Context: an optimization exercise on an open-source flow, tuned for small area. The choices shown serve that exercise and are no tape-out recipe. In this exercise RTL edits were held to simulation tests only and were not proved equivalent to the original. The clock port is modelled as an ideal driver; clocking choices that lean on that would not hold on a real chip. No activity file was given, so power comes from the tool's default toggle rates.

==> flow/design.v (excerpt) <==
module uart_top(
    input        clk,
    input        rst_n,
    input  [1:0] tx_sel,
    input  [1:0] rx_sel,
    input        tx_start,
    input  [7:0] tx_data,
    output       tx_out,
    input        rx_in,
    output [7:0] rx_data,
    output       rx_parity_error,
    output       rx_stop_error
);
Size: roughly 220 cells after synthesis, ~27 I/O pins.
export LEC_CHECK = 0
export CAP_MARGIN = 20
export CORE_MARGIN = 2
export CORE_UTILIZATION = 40
export SLEW_MARGIN = 20
create_clock -name core_clock -period 10.0 [get_ports {clk}]
standard.sh (not shown) runs the stock make flow with config.mk's settings and CLKGATE_MAP_FILE= SYNTH_SCRIPT=/design/flow/synth_recipe.tcl, a recipe that flattens the netlist after the stock synthesis.
==> flow/flow/run.sh <==
#!/bin/bash
# Standard ORFS layout (the standard.sh), with two knobs changed:
#  - the port buffers that buffer_ports inserts use the smallest buffer cell;
#  - clock tree synthesis uses one size of clock buffer and no dummy loads.
set -euo pipefail
CTS="-sink_clustering_enable -repair_clock_nets -dont_use_dummy_load -buf_list sky130_fd_sc_hd__clkbuf_8 -root_buf sky130_fd_sc_hd__clkbuf_8 -sink_clustering_size 50 -sink_clustering_max_diameter 200"
bash standard.sh synth > log_synth.txt 2>&1
bash standard.sh "BUFFER_PORTS_ARGS=-buffer_cell sky130_fd_sc_hd__buf_1" "CTS_ARGS=$CTS" finish > log_layout.txt 2>&1
The baseline finished with timing, DRC and antenna clean.
Change:
--- a/flow/flow/run.sh
+++ b/flow/flow/run.sh
@@ -6 +6 @@
-CTS="-sink_clustering_enable -repair_clock_nets -dont_use_dummy_load -buf_list sky130_fd_sc_hd__clkbuf_8 -root_buf sky130_fd_sc_hd__clkbuf_8 -sink_clustering_size 50 -sink_clustering_max_diameter 200"
+CTS="-sink_clustering_enable -repair_clock_nets -dont_use_dummy_load -buf_list sky130_fd_sc_hd__clkbuf_16 -root_buf sky130_fd_sc_hd__clkbuf_16 -sink_clustering_size 100 -sink_clustering_max_diameter 500"
=> Clock-buffer cell count is unchanged. Cell count does not change. Worst hold slack stays flat. Power rose by 15%. Non-clock buffer count is unchanged.


== job 101 ==
uart_top, a different RTL version from the one above (not shown whole).
Size in the first run: roughly 250 cells after synthesis, about 72 flip-flops, about 27 I/O pins, ~2700 sq um of cells after synthesis.
## uart_top
module uart_top(
    input        clk,
    input        rst_n,
    input  [1:0] tx_sel,
    input  [1:0] rx_sel,
    input        tx_start,
    input  [7:0] tx_data,
    output       tx_out,
    input        rx_in,
    output [7:0] rx_data,
    output       rx_parity_error,
    output       rx_stop_error
);
export LEC_CHECK = 0
export CAP_MARGIN = 20
export CORE_MARGIN = 2
export CORE_UTILIZATION = 40
export SLEW_MARGIN = 20
create_clock -name core_clock -period 10.0 [get_ports {clk}]
==> flow/flow/run.sh <==
#!/bin/bash
# The standard ORFS layout (standard.sh), with three changes:
#  - synthesis: the standard script (synth_recipe.tcl) with only the ABC script
#    replaced by an area-oriented one (flow/area.abc); registers are mapped
#    before ABC, so they are the standard synthesis's, by name and cell;
#  - the port buffers that buffer_ports inserts use the smallest buffer cell;
#  - before clock tree synthesis, flow/clock_buffers.tcl drives the registers'
#    clock pins through four clkbuf_8 buffers, one per quarter of the
#    registers by placement, all fed by the clock port; CTS then leaves it.
#    At the end of the CTS step, flow/clock_inverters.tcl turns this into a
#    two-level inverter tree: the clock port drives one inv_4, which drives
#    four inv_6, one per quarter (each in place of its clkbuf_8).
# Each make run's full output goes to a log_*.txt file here.
set -euo pipefail
W=$PWD
cat > $W/flow_synth.tcl <<EOT
proc abc {args} {
  set i [lsearch \$args -script]
  if {\$i >= 0} { lset args [expr {\$i + 1}] $W/flow/area.abc }
  yosys abc {*}\$args
}
source $W/synth_recipe.tcl
EOT
export NBUF=4 BUFCELL=sky130_fd_sc_hd__clkbuf_8 LEAFINV=sky130_fd_sc_hd__inv_6 ROOTINV=sky130_fd_sc_hd__inv_4
bash standard.sh SYNTH_SCRIPT=$W/flow_synth.tcl synth > log_synth.txt 2>&1
bash standard.sh SYNTH_SCRIPT=$W/flow_synth.tcl "BUFFER_PORTS_ARGS=-buffer_cell sky130_fd_sc_hd__buf_1" \
  "PRE_CTS_TCL=$W/flow/clock_buffers.tcl" "POST_CTS_TCL=$W/flow/clock_inverters.tcl" finish > log_layout.txt 2>&1
==> flow/flow/clock_inverters.tcl <==
# Turn the clock buffers clkbuf_g* into inverters of type LEAFINV, fed by one
# root inverter of type ROOTINV that the clock port drives.
set block [ord::get_db_block]
set db [ord::get_db]
set leafM [$db findMaster $::env(LEAFINV)]
set rootM [$db findMaster $::env(ROOTINV)]
set clkNet [$block findNet clk]
set rootNet [odb::dbNet_create $block clknet_root]
$rootNet setSigType CLOCK
set sx 0; set sy 0; set k 0
foreach inst [$block getInsts] {
  set name [$inst getName]
  if {![string match clkbuf_g* $name]} continue
  set loc [$inst getLocation]
  set out [[$inst findITerm X] getNet]
  $out setSigType CLOCK
  odb::dbInst_destroy $inst
  set inv [odb::dbInst_create $block $leafM clkinv_g$k]
  $inv setLocation [lindex $loc 0] [lindex $loc 1]
  $inv setPlacementStatus PLACED
  [$inv findITerm A] connect $rootNet
  [$inv findITerm Y] connect $out
  incr sx [lindex $loc 0]; incr sy [lindex $loc 1]; incr k
}
set root [odb::dbInst_create $block $rootM clkinv_root]
$root setLocation [expr {$sx / $k}] [expr {$sy / $k}]
$root setPlacementStatus PLACED
[$root findITerm A] connect $clkNet
[$root findITerm Y] connect $rootNet
detailed_placement
check_placement -verbose
puts "post_inv: $k leaf inverters and a root inverter"
Other scripts of this flow, unchanged in this note and not shown: flow/flow/area.abc, flow/flow/clock_buffers.tcl
Job 101 went all the way through synthesis, placement and routing and the layout is clean on timing, DRC and antenna.
Changes in job 102 relative to job 101:
diff --git a/flow/flow/run.sh b/flow/flow/run.sh
--- a/flow/flow/run.sh
+++ b/flow/flow/run.sh
@@ -10,3 +9,0 @@
-#    At the end of the CTS step, flow/clock_inverters.tcl turns this into a
-#    two-level inverter tree: the clock port drives one inv_4, which drives
-#    four inv_6, one per quarter (each in place of its clkbuf_8).
@@ -24 +21 @@
-export NBUF=4 BUFCELL=sky130_fd_sc_hd__clkbuf_8 LEAFINV=sky130_fd_sc_hd__inv_6 ROOTINV=sky130_fd_sc_hd__inv_4
+export NBUF=4 BUFCELL=sky130_fd_sc_hd__clkbuf_8
@@ -27 +24 @@
-  "PRE_CTS_TCL=$W/flow/clock_buffers.tcl" "POST_CTS_TCL=$W/flow/clock_inverters.tcl" finish > log_layout.txt 2>&1
+  "PRE_CTS_TCL=$W/flow/clock_buffers.tcl" finish > log_layout.txt 2>&1
removed: flow/flow/clock_inverters.tcl
Notes after the runs:
Job 102 -> job 101: synthesized instance count delta 0, exact match. Summary of job 102 over job 101: detailed-route wire length on metal 1 lower, length of routed met2 wiring went up 47 um, global-route met2 utilization grew by 0.21 points, post-route total power shows no meaningful change, count of flip-flops with a built-in enable after synthesis comparable. In the metrics for job 102 and job 101, the one carrying the lower layout overhead on the synthesized area is job 101.

port drivers added, routing unchanged:
The flow's constraints put no driver on any port. The routed layouts listed below were extracted and timed again, unchanged, in two steps.
Step 1 assumes that a clkbuf_16 drives the clock port and a buf_2 every other input.
Step 2, shift: input delay + t, output delay - t, t = (earliest + latest rising clock arrival at the registers) / 2. This alone moves slack from input paths to output paths.
Three values: ideal, step 1, step 2; two values: the first two.
run	t (ns)	setup WS [ns]	cell pins on the clock port's net
the first run of note 1	0.348	6.346 / 6.346 / 5.999	1
the second run of note 1	0.346	6.318 / 6.324 / 5.978	1
job 101	0.223	5.904 / 5.871 / 6.029	1
job 102	0.213	5.937 / 5.883 / 6.041	4
After both steps setup and hold are still met in every run listed. The setup slack of the first run of note 1, which loses most, moves by 0.000 ns with the drivers and by -0.347 ns with both steps.
